Context: an optimization exercise on an open-source flow, tuned for small area. The choices shown serve that exercise and are no tape-out recipe. RTL that was checked went through simulation tests only; none was proved equivalent to the original. Only the layout flow was run in run 2; the RTL was not checked for function there. Power is estimated from default activity; no workload was simulated.

==> design.v <==
`timescale 1ns/1ps
module Delay #(
    parameter NUM_STAGES = 1,
    parameter DATA_WIDTH = 1
)(
    input  wire                  CLK,
    input  wire                  RESET_N,
    input  wire [DATA_WIDTH-1:0] DIN,
    output wire [DATA_WIDTH-1:0] DOUT
);
genvar i;
generate
if (NUM_STAGES == 0)
begin
    assign DOUT = DIN;
end
else if (NUM_STAGES > 0)
begin
    reg [NUM_STAGES*DATA_WIDTH-1:0] din_delay;
    always @(posedge CLK or negedge RESET_N)
    begin
        if(!RESET_N)
        begin
            din_delay[DATA_WIDTH-1:0] <= 0;
        end else
        begin
            din_delay[DATA_WIDTH-1:0] <= DIN;
        end
    end
    for (i=1; i<NUM_STAGES; i=i+1)
	 begin : REGISTER_STAGES
        always @(posedge CLK or negedge RESET_N )
        begin
            if(!RESET_N)
            begin
                din_delay[i*DATA_WIDTH+:DATA_WIDTH] <= 0;
            end else
            begin
                din_delay[i*DATA_WIDTH+:DATA_WIDTH] <= din_delay[(i-1)*DATA_WIDTH+:DATA_WIDTH];
            end
        end
    end
    assign DOUT = din_delay[(NUM_STAGES-1)*DATA_WIDTH+:DATA_WIDTH];
end
endgenerate
endmodule
module ADDF (
    input  a,
    input  b,
    input  c,
    output s,
    output co
);
assign {co, s} = a + b + c;
endmodule
module ADDH (
    input  a,
    input  b,
    output s,
    output co
);
assign {co, s} = a + b;
endmodule
module POPC32 (
    input  [31:0] x,
    output [4:0]  y
);
wire pc_1;
wire pc_2;
wire pc_3;
wire pc_4;
wire pc_5;
wire pc_6;
wire pc_7;
wire pc_8;
wire pc_9;
wire pc_10;
wire pc_11;
wire pc_12;
wire pc_13;
wire pc_14;
wire pc_15;
wire pc_16;
wire pc_17;
wire pc_18;
wire pc_19;
wire pc_20;
wire pc_21;
wire pc_22;
wire pc_23;
wire pc_24;
wire pc_25;
wire pc_26;
wire pc_27;
wire pc_28;
wire pc_29;
wire pc_30;
wire pc_31;
wire pc_32;
wire pc_33;
wire pc_34;
wire pc_35;
wire pc_36;
wire pc_37;
wire pc_38;
wire pc_39;
wire pc_40;
wire pc_41;
wire pc_42;
wire pc_43;
wire pc_44;
wire pc_45;
wire pc_46;
wire pc_47;
wire pc_48;
wire pc_49;
wire pc_50;
wire pc_51;
wire pc_52;
wire pc_53;
wire pc_54;
wire pc_55;
wire pc_56;
wire pc_57;
wire pc_58;
wire pc_59;
wire pc_60;
wire pc_61;
wire pc_62;
ADDF pc_f1 (.a(x[0]), .b(x[1]), .c(x[2]), .s(pc_1), .co(pc_2));
ADDF pc_f2 (.a(x[3]), .b(x[4]), .c(x[5]), .s(pc_3), .co(pc_4));
ADDF pc_f3 (.a(x[6]), .b(pc_1), .c(x[7]), .s(pc_5), .co(pc_6));
ADDF pc_f4 (.a(x[8]), .b(x[9]), .c(pc_3), .s(pc_7), .co(pc_8));
ADDF pc_f5 (.a(x[10]), .b(x[11]), .c(pc_5), .s(pc_9), .co(pc_10));
ADDF pc_f6 (.a(x[12]), .b(x[13]), .c(pc_7), .s(pc_11), .co(pc_12));
ADDF pc_f7 (.a(x[14]), .b(x[15]), .c(pc_9), .s(pc_13), .co(pc_14));
ADDF pc_f8 (.a(x[16]), .b(x[17]), .c(pc_11), .s(pc_15), .co(pc_16));
ADDF pc_f9 (.a(x[18]), .b(x[19]), .c(pc_13), .s(pc_17), .co(pc_18));
ADDF pc_f10 (.a(x[20]), .b(x[21]), .c(pc_15), .s(pc_19), .co(pc_20));
ADDF pc_f11 (.a(x[22]), .b(x[23]), .c(pc_17), .s(pc_21), .co(pc_22));
ADDF pc_f12 (.a(x[24]), .b(x[25]), .c(pc_19), .s(pc_23), .co(pc_24));
ADDF pc_f13 (.a(x[26]), .b(x[27]), .c(pc_21), .s(pc_25), .co(pc_26));
ADDF pc_f14 (.a(x[28]), .b(x[29]), .c(pc_23), .s(pc_27), .co(pc_28));
ADDF pc_f15 (.a(x[30]), .b(x[31]), .c(pc_25), .s(pc_29), .co(pc_30));
ADDH pc_h16 (.a(pc_27), .b(pc_29), .s(pc_31), .co(pc_32));
ADDF pc_f17 (.a(pc_2), .b(pc_4), .c(pc_6), .s(pc_33), .co(pc_34));
ADDF pc_f18 (.a(pc_8), .b(pc_10), .c(pc_33), .s(pc_35), .co(pc_36));
ADDF pc_f19 (.a(pc_12), .b(pc_14), .c(pc_35), .s(pc_37), .co(pc_38));
ADDF pc_f20 (.a(pc_16), .b(pc_18), .c(pc_37), .s(pc_39), .co(pc_40));
ADDF pc_f21 (.a(pc_20), .b(pc_22), .c(pc_39), .s(pc_41), .co(pc_42));
ADDF pc_f22 (.a(pc_24), .b(pc_26), .c(pc_41), .s(pc_43), .co(pc_44));
ADDF pc_f23 (.a(pc_28), .b(pc_30), .c(pc_43), .s(pc_45), .co(pc_46));
ADDH pc_h24 (.a(pc_32), .b(pc_45), .s(pc_47), .co(pc_48));
ADDF pc_f25 (.a(pc_34), .b(pc_36), .c(pc_38), .s(pc_49), .co(pc_50));
ADDF pc_f26 (.a(pc_40), .b(pc_49), .c(pc_42), .s(pc_51), .co(pc_52));
ADDF pc_f27 (.a(pc_44), .b(pc_51), .c(pc_46), .s(pc_53), .co(pc_54));
ADDH pc_h28 (.a(pc_48), .b(pc_53), .s(pc_55), .co(pc_56));
ADDF pc_f29 (.a(pc_50), .b(pc_52), .c(pc_54), .s(pc_57), .co(pc_58));
ADDH pc_h30 (.a(pc_56), .b(pc_57), .s(pc_59), .co(pc_60));
ADDH pc_h31 (.a(pc_58), .b(pc_60), .s(pc_61), .co(pc_62));
assign y = {pc_61, pc_59, pc_55, pc_47, pc_31};
endmodule
module MAC
    (
    input                                   clk     ,
    input                                   rst_n   ,
    output                                  MACMUX_Val,
    output reg [4    -1 : 0] MACMUX_Addr,
    output reg[ 32            -1 : 0] MACMUX_Psum,
    input                                   MUXMAC_Rdy,
    output                                  MACMUX_Empty,
    output                                  MACARB_ReqHelp,
    input                                   ARBMAC_Rst,
    input [ 2                       -1 : 0] PEBMAC_WeiCol,
    input [(
(8192*4*16*16/32) <= (1<<0) ? 0 : (8192*4*16*16/32) <= (1<<1) ? 1 :
(8192*4*16*16/32) <= (1<<2) ? 2 : (8192*4*16*16/32) <= (1<<3) ? 3 :
(8192*4*16*16/32) <= (1<<4) ? 4 : (8192*4*16*16/32) <= (1<<5) ? 5 :
(8192*4*16*16/32) <= (1<<6) ? 6 : (8192*4*16*16/32) <= (1<<7) ? 7 :
(8192*4*16*16/32) <= (1<<8) ? 8 : (8192*4*16*16/32) <= (1<<9) ? 9 :
(8192*4*16*16/32) <= (1<<10) ? 10 : (8192*4*16*16/32) <= (1<<11) ? 11 :
(8192*4*16*16/32) <= (1<<12) ? 12 : (8192*4*16*16/32) <= (1<<13) ? 13 :
(8192*4*16*16/32) <= (1<<14) ? 14 : (8192*4*16*16/32) <= (1<<15) ? 15 :
(8192*4*16*16/32) <= (1<<16) ? 16 : (8192*4*16*16/32) <= (1<<17) ? 17 :
(8192*4*16*16/32) <= (1<<18) ? 18 : (8192*4*16*16/32) <= (1<<19) ? 19 :
(8192*4*16*16/32) <= (1<<20) ? 20 : (8192*4*16*16/32) <= (1<<21) ? 21 :
(8192*4*16*16/32) <= (1<<22) ? 22 : (8192*4*16*16/32) <= (1<<23) ? 23 :
(8192*4*16*16/32) <= (1<<24) ? 24 : (8192*4*16*16/32) <= (1<<25) ? 25 :
(8192*4*16*16/32) <= (1<<26) ? 26 : (8192*4*16*16/32) <= (1<<27) ? 27 :
(8192*4*16*16/32) <= (1<<28) ? 28 : (8192*4*16*16/32) <= (1<<29) ? 29 :
(8192*4*16*16/32) <= (1<<30) ? 30 : (8192*4*16*16/32) <= (1<<31) ? 31 : 32)                        -1 : 0] AddrRowFlgAct,
    input [ (
(8192*4*16*16) <= (1<<0) ? 0 : (8192*4*16*16) <= (1<<1) ? 1 :
(8192*4*16*16) <= (1<<2) ? 2 : (8192*4*16*16) <= (1<<3) ? 3 :
(8192*4*16*16) <= (1<<4) ? 4 : (8192*4*16*16) <= (1<<5) ? 5 :
(8192*4*16*16) <= (1<<6) ? 6 : (8192*4*16*16) <= (1<<7) ? 7 :
(8192*4*16*16) <= (1<<8) ? 8 : (8192*4*16*16) <= (1<<9) ? 9 :
(8192*4*16*16) <= (1<<10) ? 10 : (8192*4*16*16) <= (1<<11) ? 11 :
(8192*4*16*16) <= (1<<12) ? 12 : (8192*4*16*16) <= (1<<13) ? 13 :
(8192*4*16*16) <= (1<<14) ? 14 : (8192*4*16*16) <= (1<<15) ? 15 :
(8192*4*16*16) <= (1<<16) ? 16 : (8192*4*16*16) <= (1<<17) ? 17 :
(8192*4*16*16) <= (1<<18) ? 18 : (8192*4*16*16) <= (1<<19) ? 19 :
(8192*4*16*16) <= (1<<20) ? 20 : (8192*4*16*16) <= (1<<21) ? 21 :
(8192*4*16*16) <= (1<<22) ? 22 : (8192*4*16*16) <= (1<<23) ? 23 :
(8192*4*16*16) <= (1<<24) ? 24 : (8192*4*16*16) <= (1<<25) ? 25 :
(8192*4*16*16) <= (1<<26) ? 26 : (8192*4*16*16) <= (1<<27) ? 27 :
(8192*4*16*16) <= (1<<28) ? 28 : (8192*4*16*16) <= (1<<29) ? 29 :
(8192*4*16*16) <= (1<<30) ? 30 : (8192*4*16*16) <= (1<<31) ? 31 : 32) + 6         -1 : 0] AddrRowAct,
    input [ (
(8192*4) <= (1<<0) ? 0 : (8192*4) <= (1<<1) ? 1 :
(8192*4) <= (1<<2) ? 2 : (8192*4) <= (1<<3) ? 3 :
(8192*4) <= (1<<4) ? 4 : (8192*4) <= (1<<5) ? 5 :
(8192*4) <= (1<<6) ? 6 : (8192*4) <= (1<<7) ? 7 :
(8192*4) <= (1<<8) ? 8 : (8192*4) <= (1<<9) ? 9 :
(8192*4) <= (1<<10) ? 10 : (8192*4) <= (1<<11) ? 11 :
(8192*4) <= (1<<12) ? 12 : (8192*4) <= (1<<13) ? 13 :
(8192*4) <= (1<<14) ? 14 : (8192*4) <= (1<<15) ? 15 :
(8192*4) <= (1<<16) ? 16 : (8192*4) <= (1<<17) ? 17 :
(8192*4) <= (1<<18) ? 18 : (8192*4) <= (1<<19) ? 19 :
(8192*4) <= (1<<20) ? 20 : (8192*4) <= (1<<21) ? 21 :
(8192*4) <= (1<<22) ? 22 : (8192*4) <= (1<<23) ? 23 :
(8192*4) <= (1<<24) ? 24 : (8192*4) <= (1<<25) ? 25 :
(8192*4) <= (1<<26) ? 26 : (8192*4) <= (1<<27) ? 27 :
(8192*4) <= (1<<28) ? 28 : (8192*4) <= (1<<29) ? 29 :
(8192*4) <= (1<<30) ? 30 : (8192*4) <= (1<<31) ? 31 : 32)                                    -1 : 0] AddrBlockWei,
    input [ 32            -1 : 0] MAC_FlgWei,
    input                                   MAC_FlgWei_Val,
    output                                  MAC_AddrFlgAct_Rdy,
    output reg [ (
(8192*4*16*16/32) <= (1<<0) ? 0 : (8192*4*16*16/32) <= (1<<1) ? 1 :
(8192*4*16*16/32) <= (1<<2) ? 2 : (8192*4*16*16/32) <= (1<<3) ? 3 :
(8192*4*16*16/32) <= (1<<4) ? 4 : (8192*4*16*16/32) <= (1<<5) ? 5 :
(8192*4*16*16/32) <= (1<<6) ? 6 : (8192*4*16*16/32) <= (1<<7) ? 7 :
(8192*4*16*16/32) <= (1<<8) ? 8 : (8192*4*16*16/32) <= (1<<9) ? 9 :
(8192*4*16*16/32) <= (1<<10) ? 10 : (8192*4*16*16/32) <= (1<<11) ? 11 :
(8192*4*16*16/32) <= (1<<12) ? 12 : (8192*4*16*16/32) <= (1<<13) ? 13 :
(8192*4*16*16/32) <= (1<<14) ? 14 : (8192*4*16*16/32) <= (1<<15) ? 15 :
(8192*4*16*16/32) <= (1<<16) ? 16 : (8192*4*16*16/32) <= (1<<17) ? 17 :
(8192*4*16*16/32) <= (1<<18) ? 18 : (8192*4*16*16/32) <= (1<<19) ? 19 :
(8192*4*16*16/32) <= (1<<20) ? 20 : (8192*4*16*16/32) <= (1<<21) ? 21 :
(8192*4*16*16/32) <= (1<<22) ? 22 : (8192*4*16*16/32) <= (1<<23) ? 23 :
(8192*4*16*16/32) <= (1<<24) ? 24 : (8192*4*16*16/32) <= (1<<25) ? 25 :
(8192*4*16*16/32) <= (1<<26) ? 26 : (8192*4*16*16/32) <= (1<<27) ? 27 :
(8192*4*16*16/32) <= (1<<28) ? 28 : (8192*4*16*16/32) <= (1<<29) ? 29 :
(8192*4*16*16/32) <= (1<<30) ? 30 : (8192*4*16*16/32) <= (1<<31) ? 31 : 32)-1:0] MAC_AddrFlgAct,
    input                                   MAC_FlgAct_Val,
    input [ 32            -1 : 0] MAC_FlgAct,
    output                                  MAC_AddrAct_Rdy,
    output reg[ (
(8192*4*16*16) <= (1<<0) ? 0 : (8192*4*16*16) <= (1<<1) ? 1 :
(8192*4*16*16) <= (1<<2) ? 2 : (8192*4*16*16) <= (1<<3) ? 3 :
(8192*4*16*16) <= (1<<4) ? 4 : (8192*4*16*16) <= (1<<5) ? 5 :
(8192*4*16*16) <= (1<<6) ? 6 : (8192*4*16*16) <= (1<<7) ? 7 :
(8192*4*16*16) <= (1<<8) ? 8 : (8192*4*16*16) <= (1<<9) ? 9 :
(8192*4*16*16) <= (1<<10) ? 10 : (8192*4*16*16) <= (1<<11) ? 11 :
(8192*4*16*16) <= (1<<12) ? 12 : (8192*4*16*16) <= (1<<13) ? 13 :
(8192*4*16*16) <= (1<<14) ? 14 : (8192*4*16*16) <= (1<<15) ? 15 :
(8192*4*16*16) <= (1<<16) ? 16 : (8192*4*16*16) <= (1<<17) ? 17 :
(8192*4*16*16) <= (1<<18) ? 18 : (8192*4*16*16) <= (1<<19) ? 19 :
(8192*4*16*16) <= (1<<20) ? 20 : (8192*4*16*16) <= (1<<21) ? 21 :
(8192*4*16*16) <= (1<<22) ? 22 : (8192*4*16*16) <= (1<<23) ? 23 :
(8192*4*16*16) <= (1<<24) ? 24 : (8192*4*16*16) <= (1<<25) ? 25 :
(8192*4*16*16) <= (1<<26) ? 26 : (8192*4*16*16) <= (1<<27) ? 27 :
(8192*4*16*16) <= (1<<28) ? 28 : (8192*4*16*16) <= (1<<29) ? 29 :
(8192*4*16*16) <= (1<<30) ? 30 : (8192*4*16*16) <= (1<<31) ? 31 : 32) + 6     -1 : 0] MAC_AddrAct,
    input                                   MAC_Act_Val,
    input [ 8             -1 : 0] MAC_Act,
    output                                  MAC_AddrWei_Rdy,
    output reg[ (
(8192*4) <= (1<<0) ? 0 : (8192*4) <= (1<<1) ? 1 :
(8192*4) <= (1<<2) ? 2 : (8192*4) <= (1<<3) ? 3 :
(8192*4) <= (1<<4) ? 4 : (8192*4) <= (1<<5) ? 5 :
(8192*4) <= (1<<6) ? 6 : (8192*4) <= (1<<7) ? 7 :
(8192*4) <= (1<<8) ? 8 : (8192*4) <= (1<<9) ? 9 :
(8192*4) <= (1<<10) ? 10 : (8192*4) <= (1<<11) ? 11 :
(8192*4) <= (1<<12) ? 12 : (8192*4) <= (1<<13) ? 13 :
(8192*4) <= (1<<14) ? 14 : (8192*4) <= (1<<15) ? 15 :
(8192*4) <= (1<<16) ? 16 : (8192*4) <= (1<<17) ? 17 :
(8192*4) <= (1<<18) ? 18 : (8192*4) <= (1<<19) ? 19 :
(8192*4) <= (1<<20) ? 20 : (8192*4) <= (1<<21) ? 21 :
(8192*4) <= (1<<22) ? 22 : (8192*4) <= (1<<23) ? 23 :
(8192*4) <= (1<<24) ? 24 : (8192*4) <= (1<<25) ? 25 :
(8192*4) <= (1<<26) ? 26 : (8192*4) <= (1<<27) ? 27 :
(8192*4) <= (1<<28) ? 28 : (8192*4) <= (1<<29) ? 29 :
(8192*4) <= (1<<30) ? 30 : (8192*4) <= (1<<31) ? 31 : 32)     -1 : 0] MAC_AddrWei,
    input                                   MAC_Wei_Val,
    input [ 8             -1 : 0] MAC_Wei
);
localparam IDLE    = 2'd0;
localparam WAITFLG = 2'd1;
localparam COMP    = 2'd2;
localparam WAITMUX = 2'd3;
reg  [1:0]  state;
reg  [1:0]  next_state;
reg         state_req;
reg         MAC_Empty;
reg  [1:0]  wei_col;         
reg         cnt_any;         
reg         MAC_Addr_val;
reg         fnh;             
reg         OffAct_nz;       
reg         OffWei_nz;
reg  [31:0] nActFlag, nWeiFlag;
wire [31:0] ActFlag = ~nActFlag;
wire [31:0] WeiFlag = ~nWeiFlag;
reg         MACAW_ValOffset;
reg         MAC_Fnh;
reg  [4:0]  MACAW_OffsetAct;
reg  [4:0]  MACAW_OffsetWei;
wire comp     = state == COMP;
wire data_val = MAC_Wei_Val & MAC_Act_Val;
wire en_mac   = MAC_Addr_val & data_val & ~fnh;
wire pipe     = comp & (~MAC_Addr_val | data_val);
wire MAC_FnhRow = (MACMUX_Addr == 4'd0 - {2'b00, wei_col}) & cnt_any & MAC_Fnh;
wire val_comp = cnt_any & (MACMUX_Addr != 4'd0) & (MACMUX_Addr != 4'd15);
wire done     = (~val_comp & en_mac) | ~MAC_Addr_val;
wire MAC_Sta  = (state == WAITFLG) & MAC_FlgWei_Val & MAC_FlgAct_Val;
always @(*) begin
    case (state)
        IDLE    : next_state = ARBMAC_Rst ? WAITFLG : IDLE;
        WAITFLG : next_state = (MAC_FlgWei_Val & MAC_FlgAct_Val) ? COMP : WAITFLG;
        COMP    : if (MAC_Fnh & done)
                      next_state = MAC_FnhRow ? IDLE : WAITFLG;
                  else if (MAC_Fnh & val_comp & en_mac)
                      next_state = WAITMUX;
                  else
                      next_state = COMP;
        default : next_state = MUXMAC_Rdy ? (MAC_FnhRow ? IDLE : WAITFLG) : WAITMUX;
    endcase
end
always @(posedge clk or negedge rst_n) begin
    if (!rst_n) state <= IDLE;
    else        state <= next_state;
end
assign MAC_AddrFlgAct_Rdy = state == WAITFLG;
assign MACMUX_Val   = (state == WAITMUX) & ~MUXMAC_Rdy;
assign MACMUX_Empty = state == IDLE;
wire next_state_req = state_req ? ~MAC_Empty : ARBMAC_Rst;
always @(posedge clk or negedge rst_n) begin
    if (!rst_n) state_req <= 1'b0;
    else        state_req <= next_state_req;
end
assign MACARB_ReqHelp = ~rst_n | ~next_state_req;
always @(posedge clk) begin
    MAC_Empty <= (next_state == IDLE) & (state != IDLE);
end
wire [17:0] flg_inc;
INCR #(.W(18)) u_inc_flg (.a(MAC_AddrFlgAct), .ci(MAC_Sta), .y(flg_inc));
always @(posedge clk or negedge rst_n) begin
    if (!rst_n)          MAC_AddrFlgAct <= 0;
    else if (ARBMAC_Rst) MAC_AddrFlgAct <= AddrRowFlgAct;
    else                 MAC_AddrFlgAct <= flg_inc;
end
always @(posedge clk) begin
    if (ARBMAC_Rst) begin
        wei_col <= PEBMAC_WeiCol;
        cnt_any <= 1'b0;
    end else if (MAC_Sta) begin
        cnt_any <= 1'b1;
    end
end
wire [3:0] addr_inc;
INCR #(.W(4)) u_inc_addr (.a(MACMUX_Addr), .ci(MAC_Sta), .y(addr_inc));
always @(posedge clk or negedge rst_n) begin
    if (!rst_n)          MACMUX_Addr <= 0;
    else if (ARBMAC_Rst) MACMUX_Addr <= 4'd0 - PEBMAC_WeiCol;
    else                 MACMUX_Addr <= addr_inc;
end
wire        ld_act = ARBMAC_Rst;
wire [28:0] act_sum;
ADDR5 #(.W(29)) u_add_act (
    .x  (ld_act ? AddrRowAct : MAC_AddrAct),
    .y  ({5{ld_act}} | ({5{pipe}} & MACAW_OffsetAct)),
    .yh (ld_act),
    .s  (act_sum)
);
always @(posedge clk or negedge rst_n) begin
    if (!rst_n) MAC_AddrAct <= 0;
    else        MAC_AddrAct <= act_sum;
end
wire        ld_wei = ARBMAC_Rst | MAC_Sta;
wire [14:0] wei_sum;
ADDR5 #(.W(15)) u_add_wei (
    .x  (ld_wei ? AddrBlockWei : MAC_AddrWei),
    .y  ({5{ld_wei}} | ({5{pipe}} & MACAW_OffsetWei)),
    .yh (ld_wei),
    .s  (wei_sum)
);
always @(posedge clk or negedge rst_n) begin
    if (!rst_n) MAC_AddrWei <= 0;
    else        MAC_AddrWei <= wei_sum;
end
always @(posedge clk or negedge rst_n) begin
    if (!rst_n)                     MAC_Addr_val <= 1'b0;
    else if (ARBMAC_Rst | MAC_Sta)  MAC_Addr_val <= 1'b0;
    else if (pipe)                  MAC_Addr_val <= MACAW_ValOffset;
end
always @(posedge clk) begin
    if (ARBMAC_Rst | MAC_Sta) fnh <= 1'b1;
    else if (pipe)            fnh <= MAC_Fnh;
end
always @(posedge clk) begin
    if (pipe) begin
        OffAct_nz <= |MACAW_OffsetAct;
        OffWei_nz <= |MACAW_OffsetWei;
    end
end
assign MAC_AddrAct_Rdy = MAC_Addr_val & OffAct_nz;
assign MAC_AddrWei_Rdy = MAC_Addr_val & OffWei_nz;
wire [32:0] S;
assign S[0] = 1'b0;
genvar i;
generate
    for (i = 0; i < 32; i = i + 1) begin : g_s
        assign S[i+1] = S[i] | (ActFlag[i] & WeiFlag[i]);
    end
endgenerate
wire        wf   = state == WAITFLG;
wire [31:0] keep = (S[31:0] | {32{~pipe}}) & {32{~wf}};
wire [4:0]  Offset_Act, Offset_Wei;
POPC32 u_pa (.x(ActFlag & ~S[31:0]), .y(Offset_Act));
POPC32 u_pw (.x(WeiFlag & ~S[31:0]), .y(Offset_Wei));
always @(posedge clk) begin
    nActFlag <= ~(({32{wf}} & MAC_FlgAct) | (keep & ActFlag));
    nWeiFlag <= ~(({32{wf}} & MAC_FlgWei) | (keep & WeiFlag));
end
always @(posedge clk) begin
    if (wf) begin
        MACAW_ValOffset <= 1'b0;
        MAC_Fnh         <= 1'b0;
    end else if (pipe) begin
        MACAW_ValOffset <= (|ActFlag) | (|WeiFlag);
        MAC_Fnh         <= ~S[32];
    end
end
always @(posedge clk or negedge rst_n) begin
    if (!rst_n) begin
        MACAW_OffsetAct <= 0;
        MACAW_OffsetWei <= 0;
    end else if (pipe) begin
        MACAW_OffsetAct <= Offset_Act;
        MACAW_OffsetWei <= Offset_Wei;
    end
end
wire [31:0] psum_sum;
MACC8 u_macc (
    .a (MAC_Act & {8{en_mac}}),
    .w (MAC_Wei),
    .p (MACMUX_Psum),
    .y (psum_sum)
);
always @(posedge clk or negedge rst_n) begin
    if (!rst_n) MACMUX_Psum <= 0;
    else        MACMUX_Psum <= psum_sum & {32{~MAC_Sta}};
end
endmodule
module INCR #(parameter W = 4) (
    input  [W-1:0] a,
    input          ci,
    output [W-1:0] y
);
wire [W:0] c;
assign c[0] = ci;
genvar k;
generate
    for (k = 0; k < W; k = k + 1) begin : g
        ADDH u (.a(a[k]), .b(c[k]), .s(y[k]), .co(c[k+1]));
    end
endgenerate
endmodule
module ADDR5 #(parameter W = 15) (
    input  [W-1:0] x,
    input  [4:0]   y,
    input          yh,
    output [W-1:0] s
);
wire [5:0] c;
assign c[0] = 1'b0;
genvar k;
generate
    for (k = 0; k < 5; k = k + 1) begin : g_lo
        if (k == 0)
            ADDH u (.a(x[k]), .b(y[k]), .s(s[k]), .co(c[k+1]));
        else
            ADDF u (.a(x[k]), .b(y[k]), .c(c[k]), .s(s[k]), .co(c[k+1]));
    end
endgenerate
wire [W:5] t;
assign t[5] = c[5] ^ yh;
generate
    for (k = 5; k < W; k = k + 1) begin : g_hi
        assign t[k+1] = t[k] & (x[k] ^ yh);
        assign s[k]   = x[k] ^ t[k];
    end
endgenerate
endmodule
module MACC8 (
    input  [7:0]  a,
    input  [7:0]  w,
    input  [31:0] p,
    output [31:0] y
);
wire mc_1;
wire mc_2;
wire mc_3;
wire mc_4;
wire mc_5;
wire mc_6;
wire mc_7;
wire mc_8;
wire mc_9;
wire mc_10;
wire mc_11;
wire mc_12;
wire mc_13;
wire mc_14;
wire mc_15;
wire mc_16;
wire mc_17;
wire mc_18;
wire mc_19;
wire mc_20;
wire mc_21;
wire mc_22;
wire mc_23;
wire mc_24;
wire mc_25;
wire mc_26;
wire mc_27;
wire mc_28;
wire mc_29;
wire mc_30;
wire mc_31;
wire mc_32;
wire mc_33;
wire mc_34;
wire mc_35;
wire mc_36;
wire mc_37;
wire mc_38;
wire mc_39;
wire mc_40;
wire mc_41;
wire mc_42;
wire mc_43;
wire mc_44;
wire mc_45;
wire mc_46;
wire mc_47;
wire mc_48;
wire mc_49;
wire mc_50;
wire mc_51;
wire mc_52;
wire mc_53;
wire mc_54;
wire mc_55;
wire mc_56;
wire mc_57;
wire mc_58;
wire mc_59;
wire mc_60;
wire mc_61;
wire mc_62;
wire mc_63;
wire mc_64;
wire mc_65;
wire mc_66;
wire mc_67;
wire mc_68;
wire mc_69;
wire mc_70;
wire mc_71;
wire mc_72;
wire mc_73;
wire mc_74;
wire mc_75;
wire mc_76;
wire mc_77;
wire mc_78;
wire mc_79;
wire mc_80;
wire mc_81;
wire mc_82;
wire mc_83;
wire mc_84;
wire mc_85;
wire mc_86;
wire mc_87;
wire mc_88;
wire mc_89;
wire mc_90;
wire mc_91;
wire mc_92;
wire mc_93;
wire mc_94;
wire mc_95;
wire mc_96;
wire mc_97;
wire mc_98;
wire mc_99;
wire mc_100;
wire mc_101;
wire mc_102;
wire mc_103;
wire mc_104;
wire mc_105;
wire mc_106;
wire mc_107;
wire mc_108;
wire mc_109;
wire mc_110;
wire mc_111;
wire mc_112;
wire mc_113;
wire mc_114;
wire mc_115;
wire mc_116;
wire mc_117;
wire mc_118;
wire mc_119;
wire mc_120;
wire mc_121;
wire mc_122;
wire mc_123;
wire mc_124;
wire mc_125;
wire mc_126;
wire mc_127;
wire mc_128;
wire mc_129;
wire mc_130;
wire mc_131;
wire mc_132;
wire mc_133;
wire mc_134;
wire mc_135;
wire mc_136;
wire mc_137;
wire mc_138;
wire mc_139;
wire mc_140;
wire mc_141;
wire mc_142;
wire mc_143;
wire mc_144;
wire mc_145;
wire mc_146;
wire mc_147;
wire mc_148;
wire mc_149;
wire mc_150;
wire mc_151;
wire mc_152;
wire mc_153;
wire mc_154;
wire mc_155;
wire mc_156;
wire mc_157;
wire mc_158;
wire mc_159;
wire mc_160;
wire mc_161;
wire mc_162;
wire mc_163;
wire mc_164;
wire mc_165;
wire mc_166;
wire mc_167;
wire mc_168;
wire mc_169;
wire mc_170;
wire mc_171;
wire mc_172;
wire mc_173;
wire mc_174;
wire mc_175;
wire mc_176;
wire mc_177;
wire mc_178;
wire mc_179;
wire mc_180;
wire mc_181;
wire mc_182;
wire mc_183;
wire mc_184;
wire mc_185;
wire mc_186;
wire mc_187;
wire mc_188;
wire mc_189;
wire mc_190;
wire mc_191;
wire mc_192;
wire mc_193;
wire mc_194;
wire mc_195;
wire mc_196;
wire mc_197;
wire mc_198;
wire mc_199;
wire mc_200;
wire mc_201;
wire mc_202;
wire mc_203;
wire mc_204;
wire mc_205;
wire mc_206;
wire mc_207;
wire mc_208;
wire mc_209;
wire mc_210;
wire mc_211;
wire mc_212;
wire mc_213;
wire mc_214;
wire mc_215;
wire mc_216;
wire mc_217;
wire mc_218;
wire mc_219;
wire mc_220;
wire mc_221;
wire mc_222;
wire mc_223;
wire mc_224;
wire mc_225;
wire mc_226;
wire mc_227;
wire mc_228;
wire mc_229;
wire mc_230;
wire mc_231;
wire mc_232;
wire mc_233;
wire mc_234;
assign mc_1 = a[0] & w[0];
assign mc_2 = a[0] & w[1];
assign mc_3 = a[0] & w[2];
assign mc_4 = a[0] & w[3];
assign mc_5 = a[0] & w[4];
assign mc_6 = a[0] & w[5];
assign mc_7 = a[0] & w[6];
assign mc_8 = ~(a[0] & w[7]);
assign mc_9 = a[1] & w[0];
assign mc_10 = a[1] & w[1];
assign mc_11 = a[1] & w[2];
assign mc_12 = a[1] & w[3];
assign mc_13 = a[1] & w[4];
assign mc_14 = a[1] & w[5];
assign mc_15 = a[1] & w[6];
assign mc_16 = ~(a[1] & w[7]);
assign mc_17 = a[2] & w[0];
assign mc_18 = a[2] & w[1];
assign mc_19 = a[2] & w[2];
assign mc_20 = a[2] & w[3];
assign mc_21 = a[2] & w[4];
assign mc_22 = a[2] & w[5];
assign mc_23 = a[2] & w[6];
assign mc_24 = ~(a[2] & w[7]);
assign mc_25 = a[3] & w[0];
assign mc_26 = a[3] & w[1];
assign mc_27 = a[3] & w[2];
assign mc_28 = a[3] & w[3];
assign mc_29 = a[3] & w[4];
assign mc_30 = a[3] & w[5];
assign mc_31 = a[3] & w[6];
assign mc_32 = ~(a[3] & w[7]);
assign mc_33 = a[4] & w[0];
assign mc_34 = a[4] & w[1];
assign mc_35 = a[4] & w[2];
assign mc_36 = a[4] & w[3];
assign mc_37 = a[4] & w[4];
assign mc_38 = a[4] & w[5];
assign mc_39 = a[4] & w[6];
assign mc_40 = ~(a[4] & w[7]);
assign mc_41 = a[5] & w[0];
assign mc_42 = a[5] & w[1];
assign mc_43 = a[5] & w[2];
assign mc_44 = a[5] & w[3];
assign mc_45 = a[5] & w[4];
assign mc_46 = a[5] & w[5];
assign mc_47 = a[5] & w[6];
assign mc_48 = ~(a[5] & w[7]);
assign mc_49 = a[6] & w[0];
assign mc_50 = a[6] & w[1];
assign mc_51 = a[6] & w[2];
assign mc_52 = a[6] & w[3];
assign mc_53 = a[6] & w[4];
assign mc_54 = a[6] & w[5];
assign mc_55 = a[6] & w[6];
assign mc_56 = ~(a[6] & w[7]);
assign mc_57 = ~(a[7] & w[0]);
assign mc_58 = ~(a[7] & w[1]);
assign mc_59 = ~(a[7] & w[2]);
assign mc_60 = ~(a[7] & w[3]);
assign mc_61 = ~(a[7] & w[4]);
assign mc_62 = ~(a[7] & w[5]);
assign mc_63 = ~(a[7] & w[6]);
assign mc_64 = a[7] & w[7];
ADDF mc_f1 (.a(p[1]), .b(mc_2), .c(mc_9), .s(mc_65), .co(mc_66));
ADDF mc_f2 (.a(p[2]), .b(mc_3), .c(mc_10), .s(mc_67), .co(mc_68));
ADDF mc_f3 (.a(mc_17), .b(mc_66), .c(mc_67), .s(mc_69), .co(mc_70));
ADDF mc_f4 (.a(p[3]), .b(mc_4), .c(mc_11), .s(mc_71), .co(mc_72));
ADDF mc_f5 (.a(mc_18), .b(mc_25), .c(mc_68), .s(mc_73), .co(mc_74));
ADDF mc_f6 (.a(mc_71), .b(mc_70), .c(mc_73), .s(mc_75), .co(mc_76));
ADDF mc_f7 (.a(p[4]), .b(mc_5), .c(mc_12), .s(mc_77), .co(mc_78));
ADDF mc_f8 (.a(mc_19), .b(mc_26), .c(mc_33), .s(mc_79), .co(mc_80));
ADDF mc_f9 (.a(mc_72), .b(mc_77), .c(mc_79), .s(mc_81), .co(mc_82));
ADDF mc_f10 (.a(mc_74), .b(mc_81), .c(mc_76), .s(mc_83), .co(mc_84));
ADDF mc_f11 (.a(p[5]), .b(mc_6), .c(mc_13), .s(mc_85), .co(mc_86));
ADDF mc_f12 (.a(mc_20), .b(mc_27), .c(mc_34), .s(mc_87), .co(mc_88));
ADDF mc_f13 (.a(mc_41), .b(mc_78), .c(mc_80), .s(mc_89), .co(mc_90));
ADDF mc_f14 (.a(mc_85), .b(mc_87), .c(mc_82), .s(mc_91), .co(mc_92));
ADDF mc_f15 (.a(mc_89), .b(mc_91), .c(mc_84), .s(mc_93), .co(mc_94));
ADDF mc_f16 (.a(p[6]), .b(mc_7), .c(mc_14), .s(mc_95), .co(mc_96));
ADDF mc_f17 (.a(mc_21), .b(mc_28), .c(mc_35), .s(mc_97), .co(mc_98));
ADDF mc_f18 (.a(mc_42), .b(mc_49), .c(mc_86), .s(mc_99), .co(mc_100));
ADDF mc_f19 (.a(mc_88), .b(mc_95), .c(mc_97), .s(mc_101), .co(mc_102));
ADDF mc_f20 (.a(mc_90), .b(mc_99), .c(mc_101), .s(mc_103), .co(mc_104));
ADDF mc_f21 (.a(mc_92), .b(mc_103), .c(mc_94), .s(mc_105), .co(mc_106));
ADDF mc_f22 (.a(p[7]), .b(mc_8), .c(mc_15), .s(mc_107), .co(mc_108));
ADDF mc_f23 (.a(mc_22), .b(mc_29), .c(mc_36), .s(mc_109), .co(mc_110));
ADDF mc_f24 (.a(mc_43), .b(mc_50), .c(mc_57), .s(mc_111), .co(mc_112));
ADDF mc_f25 (.a(mc_96), .b(mc_98), .c(mc_107), .s(mc_113), .co(mc_114));
ADDF mc_f26 (.a(mc_109), .b(mc_111), .c(mc_100), .s(mc_115), .co(mc_116));
ADDF mc_f27 (.a(mc_102), .b(mc_113), .c(mc_115), .s(mc_117), .co(mc_118));
ADDF mc_f28 (.a(mc_104), .b(mc_117), .c(mc_106), .s(mc_119), .co(mc_120));
assign mc_121 = ~(p[8] ^ mc_16);
assign mc_122 = p[8] | mc_16;
ADDF mc_f29 (.a(mc_23), .b(mc_30), .c(mc_37), .s(mc_123), .co(mc_124));
ADDF mc_f30 (.a(mc_44), .b(mc_51), .c(mc_58), .s(mc_125), .co(mc_126));
ADDF mc_f31 (.a(mc_108), .b(mc_110), .c(mc_112), .s(mc_127), .co(mc_128));
ADDF mc_f32 (.a(mc_121), .b(mc_123), .c(mc_125), .s(mc_129), .co(mc_130));
ADDF mc_f33 (.a(mc_114), .b(mc_127), .c(mc_129), .s(mc_131), .co(mc_132));
ADDF mc_f34 (.a(mc_116), .b(mc_131), .c(mc_118), .s(mc_133), .co(mc_134));
ADDF mc_f35 (.a(p[9]), .b(mc_24), .c(mc_31), .s(mc_135), .co(mc_136));
ADDF mc_f36 (.a(mc_38), .b(mc_45), .c(mc_52), .s(mc_137), .co(mc_138));
ADDF mc_f37 (.a(mc_59), .b(mc_122), .c(mc_124), .s(mc_139), .co(mc_140));
ADDF mc_f38 (.a(mc_126), .b(mc_135), .c(mc_137), .s(mc_141), .co(mc_142));
ADDF mc_f39 (.a(mc_128), .b(mc_130), .c(mc_139), .s(mc_143), .co(mc_144));
ADDF mc_f40 (.a(mc_141), .b(mc_132), .c(mc_143), .s(mc_145), .co(mc_146));
ADDF mc_f41 (.a(p[10]), .b(mc_32), .c(mc_39), .s(mc_147), .co(mc_148));
ADDF mc_f42 (.a(mc_46), .b(mc_53), .c(mc_60), .s(mc_149), .co(mc_150));
ADDF mc_f43 (.a(mc_136), .b(mc_138), .c(mc_147), .s(mc_151), .co(mc_152));
ADDF mc_f44 (.a(mc_149), .b(mc_140), .c(mc_142), .s(mc_153), .co(mc_154));
ADDF mc_f45 (.a(mc_151), .b(mc_144), .c(mc_153), .s(mc_155), .co(mc_156));
ADDF mc_f46 (.a(p[11]), .b(mc_40), .c(mc_47), .s(mc_157), .co(mc_158));
ADDF mc_f47 (.a(mc_54), .b(mc_61), .c(mc_148), .s(mc_159), .co(mc_160));
ADDF mc_f48 (.a(mc_150), .b(mc_157), .c(mc_152), .s(mc_161), .co(mc_162));
ADDF mc_f49 (.a(mc_159), .b(mc_154), .c(mc_161), .s(mc_163), .co(mc_164));
ADDF mc_f50 (.a(p[12]), .b(mc_48), .c(mc_55), .s(mc_165), .co(mc_166));
ADDF mc_f51 (.a(mc_62), .b(mc_158), .c(mc_165), .s(mc_167), .co(mc_168));
ADDF mc_f52 (.a(mc_160), .b(mc_167), .c(mc_162), .s(mc_169), .co(mc_170));
ADDF mc_f53 (.a(p[13]), .b(mc_56), .c(mc_63), .s(mc_171), .co(mc_172));
ADDF mc_f54 (.a(mc_166), .b(mc_171), .c(mc_168), .s(mc_173), .co(mc_174));
ADDF mc_f55 (.a(p[14]), .b(mc_64), .c(mc_172), .s(mc_175), .co(mc_176));
assign mc_177 = ~(p[15] ^ mc_176);
assign mc_178 = p[15] | mc_176;
ADDH mc_h56 (.a(mc_1), .b(p[0]), .s(mc_179), .co(mc_180));
ADDH mc_h57 (.a(mc_65), .b(mc_180), .s(mc_181), .co(mc_182));
ADDH mc_h58 (.a(mc_69), .b(mc_182), .s(mc_183), .co(mc_184));
ADDH mc_h59 (.a(mc_75), .b(mc_184), .s(mc_185), .co(mc_186));
ADDH mc_h60 (.a(mc_83), .b(mc_186), .s(mc_187), .co(mc_188));
ADDH mc_h61 (.a(mc_93), .b(mc_188), .s(mc_189), .co(mc_190));
ADDH mc_h62 (.a(mc_105), .b(mc_190), .s(mc_191), .co(mc_192));
ADDH mc_h63 (.a(mc_119), .b(mc_192), .s(mc_193), .co(mc_194));
ADDF mc_f64 (.a(mc_120), .b(mc_133), .c(mc_194), .s(mc_195), .co(mc_196));
ADDH mc_h65 (.a(mc_134), .b(mc_145), .s(mc_197), .co(mc_198));
ADDF mc_f66 (.a(mc_146), .b(mc_155), .c(mc_198), .s(mc_199), .co(mc_200));
ADDF mc_f67 (.a(mc_156), .b(mc_163), .c(mc_200), .s(mc_201), .co(mc_202));
ADDF mc_f68 (.a(mc_164), .b(mc_169), .c(mc_202), .s(mc_203), .co(mc_204));
ADDF mc_f69 (.a(mc_170), .b(mc_173), .c(mc_204), .s(mc_205), .co(mc_206));
ADDF mc_f70 (.a(mc_174), .b(mc_175), .c(mc_206), .s(mc_207), .co(mc_208));
ADDH mc_h71 (.a(mc_177), .b(mc_208), .s(mc_209), .co(mc_210));
assign mc_211 = ~(mc_134 ^ mc_145);
assign mc_212 = mc_134 | mc_145;
ADDF mc_f72 (.a(mc_146), .b(mc_155), .c(mc_212), .s(mc_213), .co(mc_214));
ADDF mc_f73 (.a(mc_156), .b(mc_163), .c(mc_214), .s(mc_215), .co(mc_216));
ADDF mc_f74 (.a(mc_164), .b(mc_169), .c(mc_216), .s(mc_217), .co(mc_218));
ADDF mc_f75 (.a(mc_170), .b(mc_173), .c(mc_218), .s(mc_219), .co(mc_220));
ADDF mc_f76 (.a(mc_174), .b(mc_175), .c(mc_220), .s(mc_221), .co(mc_222));
ADDH mc_h77 (.a(mc_177), .b(mc_222), .s(mc_223), .co(mc_224));
assign mc_225 = mc_196 ? mc_211 : mc_197;
assign mc_226 = mc_196 ? mc_213 : mc_199;
assign mc_227 = mc_196 ? mc_215 : mc_201;
assign mc_228 = mc_196 ? mc_217 : mc_203;
assign mc_229 = mc_196 ? mc_219 : mc_205;
assign mc_230 = mc_196 ? mc_221 : mc_207;
assign mc_231 = mc_196 ? mc_223 : mc_209;
assign mc_232 = mc_196 ? mc_224 : mc_210;
assign mc_233 = mc_178 & mc_232;
assign mc_234 = ~(mc_178 | mc_232);
wire [16:0] ones, zeros;
assign ones[0] = 1'b1;
assign zeros[0] = 1'b1;
genvar k;
generate for (k = 0; k < 16; k = k + 1) begin : g_hi
    assign ones[k+1]  = ones[k] & p[16+k];
    assign zeros[k+1] = zeros[k] & ~p[16+k];
    assign y[16+k] = p[16+k] ^ ((mc_233 & ones[k]) | (mc_234 & zeros[k]));
end endgenerate
assign y[15:0] = {mc_231, mc_230, mc_229, mc_228, mc_227, mc_226, mc_225, mc_195, mc_193, mc_191, mc_189, mc_187, mc_185, mc_183, mc_181, mc_179};
endmodule
==> flow/run.sh <==
#!/bin/bash
# Layout flow: the standard flow (standard.sh), with two changes.
# 1. After the standard synthesis, the combinational logic of the netlist is
#    mapped again by ABC for area (amap). Registers, full and half adders and
#    tie cells are kept as they are (same instances, names and cell types).
#    The new netlist is proven equivalent to the standard one with Yosys
#    (equiv_make / equiv_simple / equiv_induct); if that proof fails the
#    standard netlist is kept.
# 2. Port buffers are buf_1 cells; clock tree: clkbuf_8, no dummy loads;
#    after synthesis the buffers buf_4 and larger are not used (smaller
#    buffers instead), on top of the platform's own dont-use list.
# Each tool writes its full output to a log_*.log file in this folder.
set -euo pipefail
export BUFFER_PORTS_ARGS="-buffer_cell sky130_fd_sc_hd__buf_1"
export CTS_ARGS="-sink_clustering_enable -repair_clock_nets -buf_list sky130_fd_sc_hd__clkbuf_8 -dont_use_dummy_load"
YOSYS=$FLOW_HOME/../tools/install/yosys/bin/yosys
R=orfs/results/$FLOW_PLATFORM/MAC/base
LIB=$FLOW_HOME/platforms/$FLOW_PLATFORM/lib/sky130_fd_sc_hd__tt_025C_1v80.lib

bash standard.sh synth > log_1_standard_synth.log 2>&1
cp $R/1_2_yosys.v flow_standard.v

KEEP=$(grep -o 'sky130_fd_sc_hd__\(fa\|ha\|df\|edf\|sdf\|dl\|conb\)[a-z0-9_]*' flow_standard.v | sort -u | tr '\n' ' ')
DONT=$(grep -o 'cell *( *"\?sky130_fd_sc_hd__\(lpflow\|probe\)[a-z0-9_]*' $LIB | sed 's/.*(\s*"\?//' | sort -u | sed 's/^/-dont_use /' | tr '\n' ' ')
printf 'strash\ndch -f\namap\n' > remap.abc
cat > remap.ys <<EOF
read_liberty -ignore_miss_func $LIB
read_verilog flow_standard.v
hierarchy -top $FLOW_TOP
setattr -mod -set keep_hierarchy 1 $KEEP
flatten
opt_clean
abc -liberty $LIB -script remap.abc $DONT
opt_clean -purge
hilomap -singleton -hicell sky130_fd_sc_hd__conb_1 HI -locell sky130_fd_sc_hd__conb_1 LO
insbuf -buf sky130_fd_sc_hd__buf_1 A X
splitnets
opt_clean -purge
stat -liberty $LIB
write_verilog -noattr -noexpr -nohex -nodec -selected flow_remap_all.v
EOF
$YOSYS -l log_2_remap.log -q -s remap.ys > /dev/null 2>&1
awk -v top="$FLOW_TOP" '$1=="module" && $2 ~ "^"top"[ (]*" {on=1} on {print} on && /^endmodule/ {on=0}' flow_remap_all.v > flow_remap.v

cat > equiv.ys <<EOF
read_liberty -ignore_miss_func $LIB
read_verilog flow_standard.v
rename $FLOW_TOP gold
read_verilog flow_remap.v
rename $FLOW_TOP gate
flatten gold gate
async2sync
opt_clean
equiv_make gold gate equiv
equiv_simple -undef
equiv_induct -undef
equiv_status -assert
EOF
if $YOSYS -l log_3_equiv.log -q -s equiv.ys > /dev/null 2>&1; then
  echo "remapped netlist proven equivalent; using it"
  cp flow_remap.v $R/1_2_yosys.v
else
  echo "equivalence proof failed; keeping the standard netlist"
fi
touch $R/1_2_yosys.v
bash standard.sh synth > log_4_synth_odb.log 2>&1
PLAT_DONT=$(sed -n '/^export DONT_USE_CELLS/,/^#/p' $FLOW_HOME/platforms/$FLOW_PLATFORM/config.mk | grep -o 'sky130_fd_sc_hd__[a-z0-9_]*' | tr '\n' ' ')
MORE="sky130_fd_sc_hd__buf_4 sky130_fd_sc_hd__buf_6 sky130_fd_sc_hd__buf_8 sky130_fd_sc_hd__buf_12 sky130_fd_sc_hd__buf_16 sky130_fd_sc_hd__bufbuf_8 sky130_fd_sc_hd__bufbuf_16"
bash standard.sh "DONT_USE_CELLS=$PLAT_DONT $MORE" REMOVE_ABC_BUFFERS=1 finish > log_5_finish.log 2>&1
==> standard.sh <==
#!/bin/bash
# synth_recipe.tcl (not shown) runs the flow's synth.tcl, then flattens the netlist and writes it again
# the make line also repeats each setting of config.mk as NAME=value (left out here)
make -C /OpenROAD-flow-scripts/flow DESIGN_CONFIG=/design/flow/config.mk WORK_HOME=/design/flow/orfs CLKGATE_MAP_FILE= SYNTH_SCRIPT=/design/flow/synth_recipe.tcl "${@:-finish}"
==> config.mk <==
export PLATFORM = sky130hd
export DESIGN_NAME = MAC
export DESIGN_NICKNAME = MAC
export VERILOG_FILES = /design/flow/design.v
export SDC_FILE = /design/flow/constraint.sdc
export NUM_CORES = 4
export LEC_CHECK = 0
export ABC_AREA = 1
export CAP_MARGIN = 20
export CORE_MARGIN = 2
export CORE_UTILIZATION = 55
export CTS_BUF_LIST = sky130_fd_sc_hd__clkbuf_8
export PLACE_DENSITY = 0.7
export SLEW_MARGIN = 20
export SYNTH_HIERARCHICAL = 1
export SYNTH_MINIMUM_KEEP_SIZE = 0
==> constraint.sdc <==
create_clock -name core_clock -period 9.0 [get_ports {clk}]
set_input_delay 1.8000 -clock core_clock [delete_from_list [all_inputs] [get_ports {clk}]]
set_output_delay 1.8000 -clock core_clock [all_outputs]
set_load 0.01 [all_outputs]
==> key figures, run 1 <==
Global routing
  – Largest net degree at the start of global routing: 54
  – Met2 Usage GRT: 43.8%
  – Remaining Overflow, GRT: 0
  – M1 GR Usage: 34.2%
  – Antenna violations before repair: 1
  – First-pass GRT wire length: 46500 um
  – Routing usage on met3: 4.55%
  – Vias in the first global route: 9547
  – Most used routing layer: met2
  – Tot GR Track Use: 26.1%

Placement
  – IO Port Bufs: 255
  – Placer Congestion: 0.914
  – Cells after DPL: 1783
  – Placement Setup Slack: -0.468 ns
  – HPWL Detailed: 23300 um

Pwr
  – Switching part of the total power: 46.0%
  – Combinational share of power: 60.6%
  – Pwr Density: 352 nW/um2
  – Int Pwr: 2.55 mW
  – Peak supply drop: 0.233 mV
  – Switch Pwr: 2.17 mW
  – Leak: 5.62 nW
  – Share of total power in the clock network: 9.3%
  – Part of the power in registers: 30.1%

Worst setup path
  – Worst setup EP type: flop
  – Flop2flop setup slack: 0.78 ns
  – CP delay by family, top: adder cells
  – CP startpoint kind: primary input
  – Worst Path Required: 9.37 ns
  – WP buf/inv: 6
  – Peak per-stage delay on the critical path: 0.51 ns
  – Worst endpoint data arrival time: 9.14 ns
  – Most used cell, CP: fa_1
  – WS Path Type: in2reg
  – Crit-path slowest cell: fa_1
  – Worst Path Max Fanout: 6

Hold path
  – Hold WC Path Type: reg2reg

Final layout
  – Layout Cells excl Fill: 1806
  – Fillers: 1855
  – Nets: 1863
  – Diode count: 0
  – Layout cells sized above 1: 4.77%
  – Syn-to-layout area delta: 12.7%

Clock network
  – CTS Sinks: 185
  – CTS clk-pin slew, worst paths: 0.10 ns
  – CTS tree: built
  – Deepest clock path buffer count: 2
  – Root Buffer: clkbuf_8
  – H-tree Lvls: 4
  – Clock latency (worst-skew pair): 0.46 ns
  – Clock buffer count from CTS: 17

Timing
  – Final number of setup-violating endpoints: 0
  – Actual slew at the worst max-slew pin: 0.981 ns
  – Final Hold Viols: 0
  – Fin crit share: 97.4%
  – Worst rel slew slack: 34.6%
  – Final Max Slew Viols: 0
  – Clock Skew: 0.0414 ns
  – Fmax: 114 MHz
  – Worst Setup Slack, final: 0.234 ns
  – Period minus WS final: 8.77 ns

Status
  – Status: no timing/DRC/antenna violations

Detailed routing
  – DRT iter0 DRCs: 350
  – DRC Markers: 0
  – Final antenna-violating net count: 0
  – WL/cell: 16.2 um
  – Vias: 9869
  – Via density: 5.46
  – Routed Wire Length: 29200 um
  – Drt first pass iters: 5

Yosys
  – Cells after Synth: 1297
  – Syn_area_per_cell: 9.18 um2
  – Synth Cell Area: 11900 um2
  – Yosys warning total: 7

Die
  – Die width: 151 um
  – Die area: 22800 um2
  – Die Height: 151 um
  – Core box area: 21200 um2
  – Top Ports: 256
  – Initial core utilization: 56.3%
  – Standard-cell row count: 53

Flow run
  – Maxcap violations: 0
==> placed cells by master, fill, tap and decap left out, drive strengths merged, types with 16 or more instances in the layout <==
master and instances:
o22a 29, o21ai 82, nor3 19, nand4 17, clkinv 97, nand3 20, clkbuf 22, nor2 289
ha 52, dfrtp 112, dfxtp 69, a22oi 20, fa 126, o221ai 16, buf 310, o22ai 30
a21oi 98, nand2 44
==> flip-flops by register name, summed over array words and instances, names as in the netlist, 2 cells and up <==
register,count
MACAW_OffsetWei,5
MAC_AddrAct,29
MAC_AddrFlgAct,18
MACMUX_Psum,32
state,2
nWeiFlag,32
MACAW_OffsetAct,5
nActFlag,32
MACMUX_Addr,4
MAC_AddrWei,15
wei_col,2
==> cell type report <==
class | count | area, um2 | area share, %
inverters | 100 | 375 | 2.80
clock buffers | 17 | 234 | 1.74
flip-flops and latches | 185 | 4300 | 32.1
multi-input cells | 914 | 6920 | 51.5
repair buffers | 315 | 1250 | 9.29
well taps | 275 | 344 | 2.56
==> power by group through the flow <==
stage | registers [mW] | logic, mW | clock network [mW]
finish | 1.42 | 2.86 | 0.437
global route | 1.47 | 3.29 | 0.479
CTS | 1.42 | 2.86 | 0.451
detailed placement | 1.43 | 2.84 | 0
global placement | 1.43 | 2.77 | 0
floorplan | 1.42 | 1.97 | 0
==> routing by layer <==
metal / vias up / wire (um) / part of all wire (%)
met5: - / 10 / 0.034
li1: 4805 / - / -
met3: 64 / 1510 / 5.2
met2: 284 / 14400 / 49
met4: 2 / 860 / 2.9
met1: 4714 / 12400 / 42
==> repair_timing <==
item                       4_1_cts  5_1_grt
hold buffers                     0        0
setup endpoints to repair        0       12
resized for setup                0       21
setup buffers                    0        3
==> per-stage QoR <==
step / util, % / power [mW] / area, um2 / hold slack, ns / setup TNS [ns]
2_1_floorplan: - / 3.38 / 11500 / 0.414 / -4.98
3_3_place_gp: 61.9 / 4.20 / 13100 / 0.433 / -0.345
3_5_place_dp: 61.9 / 4.27 / 13100 / 0.444 / -2.01
4_1_cts: 63.0 / 4.73 / 13300 / 0.449 / 0
5_1_grt: 63.5 / 5.23 / 13400 / 0.480 / -0.282
6_report: 63.5 / 4.72 / 13400 / 0.444 / 0
==> worst paths after layout <==
check / startpoint / to / depth (start not counted)
worst max-delay path: MAC_Act_Val / MACMUX_Psum[31] / 34
worst min-delay path: MAC_Empty / state_req / 1
worst max register to register: nActFlag[0] / MACAW_OffsetAct[4] / 34
worst min register to register: MAC_Empty / state_req / 1
max in group asynchronous: rst_n / MACMUX_Psum[13] / 2
min in group asynchronous: rst_n / MAC_AddrFlgAct[7] / 1
==> inputs of run 2 (changes only) <==
--- a/design.v
+++ b/design.v
@@ -712,28 +712,6 @@
 wire mc_210;
 wire mc_211;
 wire mc_212;
-wire mc_213;
-wire mc_214;
-wire mc_215;
-wire mc_216;
-wire mc_217;
-wire mc_218;
-wire mc_219;
-wire mc_220;
-wire mc_221;
-wire mc_222;
-wire mc_223;
-wire mc_224;
-wire mc_225;
-wire mc_226;
-wire mc_227;
-wire mc_228;
-wire mc_229;
-wire mc_230;
-wire mc_231;
-wire mc_232;
-wire mc_233;
-wire mc_234;
 assign mc_1 = a[0] & w[0];
 assign mc_2 = a[0] & w[1];
 assign mc_3 = a[0] & w[2];
@@ -866,31 +844,15 @@
 ADDH mc_h62 (.a(mc_105), .b(mc_190), .s(mc_191), .co(mc_192));
 ADDH mc_h63 (.a(mc_119), .b(mc_192), .s(mc_193), .co(mc_194));
 ADDF mc_f64 (.a(mc_120), .b(mc_133), .c(mc_194), .s(mc_195), .co(mc_196));
-ADDH mc_h65 (.a(mc_134), .b(mc_145), .s(mc_197), .co(mc_198));
+ADDF mc_f65 (.a(mc_134), .b(mc_145), .c(mc_196), .s(mc_197), .co(mc_198));
 ADDF mc_f66 (.a(mc_146), .b(mc_155), .c(mc_198), .s(mc_199), .co(mc_200));
 ADDF mc_f67 (.a(mc_156), .b(mc_163), .c(mc_200), .s(mc_201), .co(mc_202));
 ADDF mc_f68 (.a(mc_164), .b(mc_169), .c(mc_202), .s(mc_203), .co(mc_204));
 ADDF mc_f69 (.a(mc_170), .b(mc_173), .c(mc_204), .s(mc_205), .co(mc_206));
 ADDF mc_f70 (.a(mc_174), .b(mc_175), .c(mc_206), .s(mc_207), .co(mc_208));
 ADDH mc_h71 (.a(mc_177), .b(mc_208), .s(mc_209), .co(mc_210));
-assign mc_211 = ~(mc_134 ^ mc_145);
-assign mc_212 = mc_134 | mc_145;
-ADDF mc_f72 (.a(mc_146), .b(mc_155), .c(mc_212), .s(mc_213), .co(mc_214));
-ADDF mc_f73 (.a(mc_156), .b(mc_163), .c(mc_214), .s(mc_215), .co(mc_216));
-ADDF mc_f74 (.a(mc_164), .b(mc_169), .c(mc_216), .s(mc_217), .co(mc_218));
-ADDF mc_f75 (.a(mc_170), .b(mc_173), .c(mc_218), .s(mc_219), .co(mc_220));
-ADDF mc_f76 (.a(mc_174), .b(mc_175), .c(mc_220), .s(mc_221), .co(mc_222));
-ADDH mc_h77 (.a(mc_177), .b(mc_222), .s(mc_223), .co(mc_224));
-assign mc_225 = mc_196 ? mc_211 : mc_197;
-assign mc_226 = mc_196 ? mc_213 : mc_199;
-assign mc_227 = mc_196 ? mc_215 : mc_201;
-assign mc_228 = mc_196 ? mc_217 : mc_203;
-assign mc_229 = mc_196 ? mc_219 : mc_205;
-assign mc_230 = mc_196 ? mc_221 : mc_207;
-assign mc_231 = mc_196 ? mc_223 : mc_209;
-assign mc_232 = mc_196 ? mc_224 : mc_210;
-assign mc_233 = mc_178 & mc_232;
-assign mc_234 = ~(mc_178 | mc_232);
+assign mc_211 = mc_178 & mc_210;
+assign mc_212 = ~(mc_178 | mc_210);
 wire [16:0] ones, zeros;
 assign ones[0] = 1'b1;
 assign zeros[0] = 1'b1;
@@ -898,7 +860,7 @@
 generate for (k = 0; k < 16; k = k + 1) begin : g_hi
     assign ones[k+1]  = ones[k] & p[16+k];
     assign zeros[k+1] = zeros[k] & ~p[16+k];
-    assign y[16+k] = p[16+k] ^ ((mc_233 & ones[k]) | (mc_234 & zeros[k]));
+    assign y[16+k] = p[16+k] ^ ((mc_211 & ones[k]) | (mc_212 & zeros[k]));
 end endgenerate
-assign y[15:0] = {mc_231, mc_230, mc_229, mc_228, mc_227, mc_226, mc_225, mc_195, mc_193, mc_191, mc_189, mc_187, mc_185, mc_183, mc_181, mc_179};
+assign y[15:0] = {mc_209, mc_207, mc_205, mc_203, mc_201, mc_199, mc_197, mc_195, mc_193, mc_191, mc_189, mc_187, mc_185, mc_183, mc_181, mc_179};
 endmodule
--- a/flow/run.sh
+++ b/flow/run.sh
@@ -1,7 +1,7 @@
 #!/bin/bash
 # Layout flow: the standard flow (standard.sh), with two changes.
 # 1. After the standard synthesis, the combinational logic of the netlist is
-#    mapped again by ABC for area (amap). Registers, full and half adders and
+#    mapped again by ABC for area (amap, twice). Registers, full and half adders and
 #    tie cells are kept as they are (same instances, names and cell types).
 #    The new netlist is proven equivalent to the standard one with Yosys
 #    (equiv_make / equiv_simple / equiv_induct); if that proof fails the
@@ -22,7 +22,7 @@
 
 KEEP=$(grep -o 'sky130_fd_sc_hd__\(fa\|ha\|df\|edf\|sdf\|dl\|conb\)[a-z0-9_]*' flow_standard.v | sort -u | tr '\n' ' ')
 DONT=$(grep -o 'cell *( *"\?sky130_fd_sc_hd__\(lpflow\|probe\)[a-z0-9_]*' $LIB | sed 's/.*(\s*"\?//' | sort -u | sed 's/^/-dont_use /' | tr '\n' ' ')
-printf 'strash\ndch -f\namap\n' > remap.abc
+printf 'strash\ndch -f\namap\nstrash\ndch -f\namap\n' > remap.abc
 cat > remap.ys <<EOF
 read_liberty -ignore_miss_func $LIB
 read_verilog flow_standard.v
@@ -66,4 +66,4 @@
 bash standard.sh synth > log_4_synth_odb.log 2>&1
 PLAT_DONT=$(sed -n '/^export DONT_USE_CELLS/,/^#/p' $FLOW_HOME/platforms/$FLOW_PLATFORM/config.mk | grep -o 'sky130_fd_sc_hd__[a-z0-9_]*' | tr '\n' ' ')
 MORE="sky130_fd_sc_hd__buf_4 sky130_fd_sc_hd__buf_6 sky130_fd_sc_hd__buf_8 sky130_fd_sc_hd__buf_12 sky130_fd_sc_hd__buf_16 sky130_fd_sc_hd__bufbuf_8 sky130_fd_sc_hd__bufbuf_16"
-bash standard.sh "DONT_USE_CELLS=$PLAT_DONT $MORE" REMOVE_ABC_BUFFERS=1 finish > log_5_finish.log 2>&1
+bash standard.sh "DONT_USE_CELLS=$PLAT_DONT $MORE" finish > log_5_finish.log 2>&1
--- a/config.mk
+++ b/config.mk
@@ -8,9 +8,9 @@
 export ABC_AREA = 1
 export CAP_MARGIN = 20
 export CORE_MARGIN = 2
-export CORE_UTILIZATION = 55
+export CORE_UTILIZATION = 40
 export CTS_BUF_LIST = sky130_fd_sc_hd__clkbuf_8
-export PLACE_DENSITY = 0.7
+export PLACE_DENSITY = 0.6
 export SLEW_MARGIN = 20
 export SYNTH_HIERARCHICAL = 1
 export SYNTH_MINIMUM_KEEP_SIZE = 0
==> run 2 against run 1 <==
The layout now fails its checks (negative setup slack). Synthesized cell count decreased by 2.1%. Die area increased by 34%. Routed wire length increased by 6.9%. Utilization decreased by 15 points. Final area increased by 2.6%. Maximum frequency decreased by 9.0%. Final cell count increased by 7.5%. Clock-buffer cell count unchanged. Critical path type unchanged. Critical endpoint is now MACMUX_Psum[24]. Largest cell class unchanged. Largest power group unchanged. Highest routed layer unchanged.
==> key figures, run 2 <==
Detailed routing
  – Via density: 5.04 (was 5.46)
  – DRT iter0 DRCs: 507 (was 350)
  – Metal2 WL: 15200 um (was 14400 um)
  – Drt first pass iters: 5 (unchanged)
  – Final antenna-violating net count: 0 (unchanged)
  – Met3 wire len: 1410 um (was 1510 um)
  – WL/cell: 16.1 um (was 16.2 um)
  – DRC Markers: 0 (unchanged)
  – Met1 wire length: 14100 um (was 12400 um)
  – Vias: 9794 (was 9869)
  – Routed Wire Length: 31200 um (was 29200 um)
  – Highest routed layer: met5 (unchanged)

Worst setup path
  – Worst Path Max Fanout: 5 (was 6)
  – Most used cell, CP: fa_2 (was fa_1)
  – WS Path Type: in2reg (unchanged)
  – Worst setup EP type: flop (unchanged)
  – WP buf/inv: 11 (was 6)
  – Worst Path Required: 9.28 ns (was 9.37 ns)
  – Crit-path slowest cell: fa_1 (unchanged)
  – Peak per-stage delay on the critical path: 0.44 ns (was 0.51 ns)
  – CP delay by family, top: adder cells (unchanged)
  – Worst endpoint data arrival time: 9.92 ns (was 9.14 ns)
  – CP startpoint kind: primary input (unchanged)

Final layout
  – Biggest regs: MACMUX_Psum: 32 flops, nActFlag: 32 flops, nWeiFlag: 32 flops (unchanged)
  – Highest-count cells in the layout ignoring fill and taps: buf_1, nor2_1, dfrtp_1 (was nor2_1, buf_1, fa_1)
  – Fin area: 13800 um2 (was 13400 um2)
  – Syn-to-layout area delta: 18.0% (was 12.7%)
  – Layout cells sized above 1: 9.90% (was 4.77%)
  – Nets: 1881 (was 1863)
  – Most common cell after layout, fill and taps aside: buf_1 (was nor2_1)
  – Layout Cells excl Fill: 1942 (was 1806)
  – Fin util: 48.0% (was 63.5%)

Yosys
  – Cells after Synth: 1270 (was 1297)
  – Yosys warning total: 7 (unchanged)
  – Synth Cell Area: 11700 um2 (was 11900 um2)
  – Syn_area_per_cell: 9.19 um2 (was 9.18 um2)

Clock network
  – H-tree Lvls: 4 (unchanged)
  – Deepest clock path buffer count: 2 (unchanged)
  – Root Buffer: clkbuf_8 (unchanged)
  – Hold Buf Count CTS: 0 (unchanged)
  – CTS clk-pin slew, worst paths: 0.09 ns (was 0.10 ns)
  – CTS Sinks: 185 (unchanged)
  – Clock buffer count from CTS: 17 (unchanged)
  – CTS tree: built (unchanged)
  – Clock latency (worst-skew pair): 0.46 ns (about the same)

Timing
  – Final number of setup-violating endpoints: 9 (was 0)
  – Final Hold Viols: 0 (unchanged)
  – Period minus WS final: 9.64 ns (was 8.77 ns)
  – Unrepaired setup endpoints after global routing: yes
  – Actual slew at the worst max-slew pin: 0.950 ns (was 0.981 ns)
  – Setup TNS Final: -3.39 ns (was 0 ns)
  – Worst Setup Slack, final: -0.636 ns (was 0.234 ns)
  – Final Max Slew Viols: 0 (unchanged)
  – Hold_ws: 0.458 ns (was 0.444 ns)
  – Worst rel slew slack: 36.7% (was 34.6%)
  – Fin crit share: 107% (was 97.4%)
  – Fmax: 104 MHz (was 114 MHz)
  – Clock Skew: 0.0391 ns (was 0.0414 ns)

Status
  – SO Viols: negative setup slack
  – Status: complete, but fails checks (was no timing/DRC/antenna violations)

Pwr
  – Switching part of the total power: 45.6% (was 46.0%)
  – Part of the power in registers: 31.0% (was 30.1%)
  – Total chip power: 4.57 mW (was 4.72 mW)
  – Peak supply drop: 0.219 mV (was 0.233 mV)
  – Pwr Density: 332 nW/um2 (was 352 nW/um2)
  – Leak: 5.81 nW (was 5.62 nW)
  – Share of total power in the clock network: 9.6% (was 9.3%)
  – Combinational share of power: 59.4% (was 60.6%)
  – Switch Pwr: 2.09 mW (was 2.17 mW)
  – Int Pwr: 2.49 mW (was 2.55 mW)

Placement
  – Placement Setup Slack: -1.21 ns (was -0.468 ns)
  – Cell Area, Placed: 13300 um2 (was 13100 um2)
  – HPWL Detailed: 24600 um (was 23300 um)
  – Cells after DPL: 1893 (was 1783)
  – Placer Congestion: 0.902 (was 0.914)
  – IO Port Bufs: 255 (unchanged)

Die
  – Standard-cell row count: 62 (was 53)
  – Die width: 175 um (was 151 um)
  – Core box area: 28700 um2 (was 21200 um2)
  – Die area: 30600 um2 (was 22800 um2)
  – Die Height: 175 um (was 151 um)
  – Top Ports: 256 (unchanged)
  – Initial core utilization: 40.7% (was 56.3%)

Hold path
  – Hold WC Path Type: reg2reg (unchanged)

Global routing
  – Antenna violations before repair: 3 (was 1)
  – First-pass GRT wire length: 50900 um (was 46500 um)
  – Remaining Overflow, GRT: 0 (unchanged)
  – Largest net degree at the start of global routing: 43 (was 54)
  – Tot GR Track Use: 20.9% (was 26.1%)
  – Vias in the first global route: 9821 (was 9547)

Flow run
  – Maxcap violations: 0 (unchanged)
## run 2: per-layer routing
layer | vias up | global-route usage [%]
met5 | - | 0
met4 | 2 | 5.07
met3 | 32 | 4.03
met2 | 228 | 34.4
met1 | 4719 | 28.6
li1 | 4813 | -
## run 2: power groups by stage
| stage | logic, mW | clock network, mW | registers [mW] |
|---|---|---|---|
| 2_1_floorplan | 1.96 | 0 | 1.33 |
| 3_3_place_gp | 2.67 | 0 | 1.42 |
| 3_5_place_dp | 2.71 | 0 | 1.42 |
| 4_1_cts | 2.75 | 0.463 | 1.41 |
| 5_1_grt | 3.12 | 0.497 | 1.46 |
| 6_report | 2.72 | 0.439 | 1.42 |
## run 2: layout make-up
| type | instances | area (um2) |
|---|---|---|
| inverter | 93 | 354 |
| antenna | 2 | 5.00 |
| fill | 2863 | 14900 |
| tap | 384 | 480 |
| timing repair buffer | 367 | 1530 |
| sequential | 185 | 4300 |
| clock buffer | 17 | 234 |
| multi-input combinational | 894 | 6870 |
## run 2: what timing repair did
action                     in CTS  in global routing
setup endpoints to repair       9                 18
setup buffers                  32                  7
pin swaps                      15                 16
gates resized for setup         7                 30
## run 2: final timing paths
path | from | endpoint | slack, ns | cells past startpoint
worst max-delay path | MAC_Act_Val | MACMUX_Psum[24] | -0.64 | 43
worst min-delay path | MAC_Empty | state_req | 0.46 | 1
worst max register to register | MAC_Addr_val | MACMUX_Psum[24] | 0.24 | 42
worst min register to register | MAC_Empty | state_req | 0.46 | 1
max in group asynchronous | rst_n | MACAW_OffsetAct[4] | 6.49 | 2
min in group asynchronous | rst_n | MAC_AddrFlgAct[17] | 1.26 | 1

## re-timing with driven ports
How much do the figures lean on ideal ports? The routed layouts below were timed once more, with nothing changed but the port constraints.
Step 1 assumes that a clkbuf_16 drives the clock port and a buf_2 every other input.
Step 2 adds t to the input delays and takes it off the output delays; t is the mean of the earliest and latest rising clock arrival at the registers after step 1. Input paths then give back, and output paths get back, about the clock's delay inside the block.
Slacks: no drivers / after step 1 / after step 2; pairs: no drivers / after step 1.
run | t, ns | setup slack, ns | worst data-port slew with drivers (ns)
run 1 | 0.489 | 0.234 / 0.253 / -0.235 | 0.09
run 2 | 0.487 | -0.636 / -0.646 / -1.133 | 0.09
Met with ideal ports but missed after step 2: setup timing in run 1. For run 2, which loses most, drivers alone change the setup slack by -0.010 ns; drivers and shift together by -0.497 ns.
